Background: an optimization exercise with open tools, aiming at small area. Do not read the settings as production practice.
RTL that was checked went through simulation tests only; none was proved equivalent to the original.
Power and IR drop assume default switching activity.

// decodeAndMap
module decodeAndMap(drawX, drawY, drawColour, WE, resetn, clock, shapeselect, inputColour, vs_n, rotateX, rotateY, rotateZ, invert, pitch, roll, yaw, doneShape);
clock: 12.0 ns
lec_check: 0
cap_margin: 30
core_margin: 2
core_utilization: 70
cts_buf_list: sky130_fd_sc_hd__clkbuf_16
cts_cluster_diameter: 100
cts_cluster_size: 30
slew_margin: 20
run.sh (not shown) runs the stock make flow with config.mk's settings and CLKGATE_MAP_FILE= SYNTH_SCRIPT=/design/flow/synth_recipe.tcl, a recipe that flattens the netlist after the stock synthesis.
Edit:
--- a/flow/design.v
+++ b/flow/design.v
@@ -105,13 +105,14 @@
     assign yaw = ry8;
     reg [8:0] PX, PY, K, M, N;
     reg [9:0] H;
     assign {cc, coB, coA, cB, cA} = H[6:0];
     assign {sb, sa} = N[1:0];
     wire rot = (st == S_ROT);
-    reg ltx, lty, ge, bx, by, fb;
+    reg bx, by;
+    wire fb = rs[0], ltx = rs[1], lty = rs[2], ge = wen;
     wire tx = rx[0], ty = ry[0];
     wire [8:0] Ex = {rx[0], rx[1], rx[2], rx[3], rx[4], rx[5], rx[6], rx[7], rx[8]};
     wire [8:0] Ey = {ry[0], ry[1], ry[2], ry[3], ry[4], ry[5], ry[6], ry[7], ry[8]};
     wire wEx = Ex[8] | (Ex[7] & Ex[6] & (Ex[5] | Ex[4] | (Ex[3] & (Ex[2] | Ex[1]))));    
     wire wSx = PX[8] | (PX[7] & PX[6] & (PX[5] | PX[4] | (PX[3] & (PX[2] | PX[1]))));
     wire wEy = Ey[8] | (Ey[7] & Ey[6] & Ey[5] & Ey[4] & (Ey[3] | Ey[2] | Ey[1]));       
@@ -194,13 +195,13 @@
                         {ea, eb} <= pc_inc;
                 end
                 S_W1: begin
                     if (hit1) begin
                         K <= {tx, K[8:1]};
                         M <= {ty, M[8:1]};
-                        fb <= mB;
+                        rs[0] <= mB;
                         if (bi == 4'd11) begin
                             PX <= Ex;
                             PY <= Ey;
                             st <= S_W2;
                         end
                     end
@@ -209,31 +210,31 @@
                     if (hit2) begin
                         K <= {dxb, K[8:1]};
                         M <= {dyb, M[8:1]};
                         bx <= bxn;
                         by <= byn;
                         if (bi == 4'd11) begin
-                            ltx <= ltx_n;
-                            lty <= lty_n;
+                            rs[1] <= ltx_n;
+                            rs[2] <= lty_n;
                             if (lty_n) begin
                                 PX <= Ex;
                                 PY <= Ey;
                             end
                             bx <= 1'b0;
                             by <= 1'b0;
-                            ge <= 1'b1;
+                            wen <= 1'b1;
                             st <= S_NEG;
                         end
                     end
                 end
                 S_NEG: begin
                     K <= {nkb, K[8:1]};
                     M <= {nmb, M[8:1]};
                     bx <= bx | K[0];
                     by <= by | M[0];
-                    if (nkb ^ nmb) ge <= nkb;
+                    if (nkb ^ nmb) wen <= nkb;
                     if (bi == 4'd4) begin
                         bx <= 1'b0;
                         st <= S_SWP;
                     end
                 end
                 S_SWP: begin
After rerunning:
- The new run completed with no timing, DRC or antenna violations
- final area rose by about 0.6%
- setup slack got worse by 40 ps
- combinational power rose by about 3%
- die area rose by 0.53%
- clock-buffer cell count is unchanged
- non-clock buffer count rose by 3
Function not checked in the second run of this note: the RTL went through the layout flow alone.

========
v6:
Another version of the RTL of decodeAndMap (not shown whole).
For scale: ~1500 cells after synthesis, roughly 700 flip-flops, about 20000 µm² of cells after synthesis.
clock: 12.0 ns
lec_check: 0
cap_margin: 30
core_margin: 2
core_utilization: 65
cts_buf_list: sky130_fd_sc_hd__clkbuf_4 sky130_fd_sc_hd__clkbuf_8 sky130_fd_sc_hd__clkbuf_16
cts_cluster_diameter: 100
cts_cluster_size: 30
slew_margin: 20
v6: all stages complete, timing, DRC and antenna checks passed
Inputs modified between v6 and v7:
-- flow/design.v --
<<< v6, line 41
    wire [12:0] wi_inc = rca({8'd0, wi}, 12'd0, 1'b1);
    wire [3:0] nw = wend ? 4'd0 : wi_inc[3:0];
    wire [7:0] pc_inc = {ea[2:0], eb, ea[3] ^ ea[1] ^ ea[0] ^ eb[3]};
    wire pair_last = ({ea, eb} == 8'h80);
    reg [2:0] rs;         
    reg win;              
>>> v7, line 41
    wire [12:0] wi_inc = rca({8'd0, wi}, 12'd0, 1'b1);
    wire [3:0] nw = wend ? 4'd0 : wi_inc[3:0];
    wire [12:0] pc_inc = rca({4'd0, ea, eb}, 12'd0, 1'b1);
    wire pair_last = ({ea, eb} == 8'hAB);
    reg [2:0] rs;         
    reg win;              
<<< v6, line 176
                            st <= S_PAIR;
                            ea <= 4'd0;
                            eb <= 4'd1;
                        end else
                            PY <= pys[8:0];
>>> v7, line 176
                            st <= S_PAIR;
                            ea <= 4'd0;
                            eb <= 4'd0;
                        end else
                            PY <= pys[8:0];
<<< v6, line 189
                        st <= S_ROTW;
                    else
                        {ea, eb} <= pc_inc;
                end
                S_W1: begin
>>> v7, line 189
                        st <= S_ROTW;
                    else
                        {ea, eb} <= pc_inc[7:0];
                end
                S_W1: begin
<<< v6, line 254
                        else begin
                            st <= S_PAIR;
                            {ea, eb} <= pc_inc;
                        end
                    end else begin
>>> v7, line 254
                        else begin
                            st <= S_PAIR;
                            {ea, eb} <= pc_inc[7:0];
                        end
                    end else begin
==> run summary <==
Every run (v7 and v6) finished clean. The design area of v7 and that of v6 are within noise of each other. Re area added between synthesis and finish: v7 and v6 aren't equal, and the lower value belongs to v7. On instance count of the mapped netlist, v7 tracks v6 almost exactly. ~same sequential share of layout area in v7 and v6. Between v6 and v7, part of the total power dissipated in sequential elements increased. Compared v7 against v6; via count within noise. Compared v7 vs v6, and average routed wire per standard cell is up in v7. Between v7 and v6, the sum of routed wire length over all layers figures differ only marginally. Area of the die in v7 is about 0.45% higher than in v6. v7 has global-route wire length before repair above what v6 had. Between v7 and v6, maximum vdd drop is higher for v6, v7 comes in under that. Compare v7 and v6 | final critical-path required period higher: v6. Summary — internal power consumption, v7 relative to v6: lower, by 0.016 mW. Of v7 and v6, v7 shows the higher tightest hold margin, with v6 below it.
Function was not checked in any run of this note: the RTL went through the layout flow alone.

========
decodeAndMap, a different RTL version from the one above (not shown whole).
Size: ~1,500 cells after synthesis, ~59 I/O pins, ~20,000 µm² of cells after synthesis.
clock: 12.0 ns
lec_check: 0
cap_margin: 30
core_margin: 2
core_utilization: 60
cts_buf_list: sky130_fd_sc_hd__clkbuf_4 sky130_fd_sc_hd__clkbuf_8 sky130_fd_sc_hd__clkbuf_16
cts_cluster_diameter: 100
cts_cluster_size: 30
slew_margin: 20
==> next run, changes <==
--- a/flow/design.v
+++ b/flow/design.v
@@ -144,23 +144,17 @@
             sa <= a0;
             sb <= b0;
         end
         cA <= cAn;
         cB <= cBn;
         coA <= coAn;
         coB <= coBn;
-        if (restart) begin
-            rp <= 8'd0;
-            rr <= 8'd0;
-            ry8 <= 8'd0;
-        end else begin
-            rp <= {rp[0] ^ op ^ ip, rp[7:1]};
-            rr <= {rr[0] ^ or_ ^ ir, rr[7:1]};
-            ry8 <= {ry8[0] ^ oy ^ iy, ry8[7:1]};
-        end
+        rp <= {(rp[0] ^ op ^ ip) & ~load, rp[7:1]};
+        rr <= {(rr[0] ^ or_ ^ ir) & ~load, rr[7:1]};
+        ry8 <= {(ry8[0] ^ oy ^ iy) & ~load, ry8[7:1]};
         cp <= (rp[0] & op) | (rp[0] & ip) | (op & ip);
         cr <= (rr[0] & or_) | (rr[0] & ir) | (or_ & ir);
         cy <= (ry8[0] & oy) | (ry8[0] & iy) | (oy & iy);
         if (restart) begin
             st <= S_CLEAR;
             shp <= shapeselect;
             bi <= 4'd0;
Outcome: Total power hardly moves; wire length shrinks by 1.3%; synthesized cell count shrinks by 0.84%; clock skew shrinks by 0.0042 ns; maximum frequency hardly moves; sequential share of layout area grows by 0.30 points; hold slack is better by 0.0061 ns; first-iteration DRC count shrinks by 6.2%; non-clock buffer count grows by 1; final cell count shrinks by 0.94%; register-to-register slack is worse by 0.25 ns; combinational power grows by 35%; final area shrinks by 0.44%; global-route usage shrinks by 0.16 points.
Function not checked in the second run of this note: the RTL went through the layout flow alone.

==> static timing again, ports no longer ideal <==
In the flow no input, the clock included, has a driving cell. The finished layouts below were timed again as built, in two steps.
Step 1, drivers: a clkbuf_16 drives clock and a buf_2 each remaining input, both assumed.
Step 2 moves the port delays by t, midway between the first and last clock arrival at a register: inputs arrive t later, outputs are due t later. That takes back most of the time a late clock gives input paths.
Slacks: ideal ports / drivers / drivers and shift; pairs: ideal ports / drivers.
run	shift t [ns]	setup WS [ns]	pins driven straight from the clock port
the first run of note 1	0.629	6.111 / 6.086 / 6.086	1
the second run of note 1	0.630	6.071 / 6.038 / 6.038	1
v6	0.639	6.089 / 6.060 / 6.060	1
v7	0.637	6.112 / 6.083 / 6.083	1
the first run of note 3	0.637	6.098 / 6.068 / 6.068	1
the second run of note 3	0.631	6.085 / 6.052 / 6.052	1
After both steps every run listed still meets setup and hold.
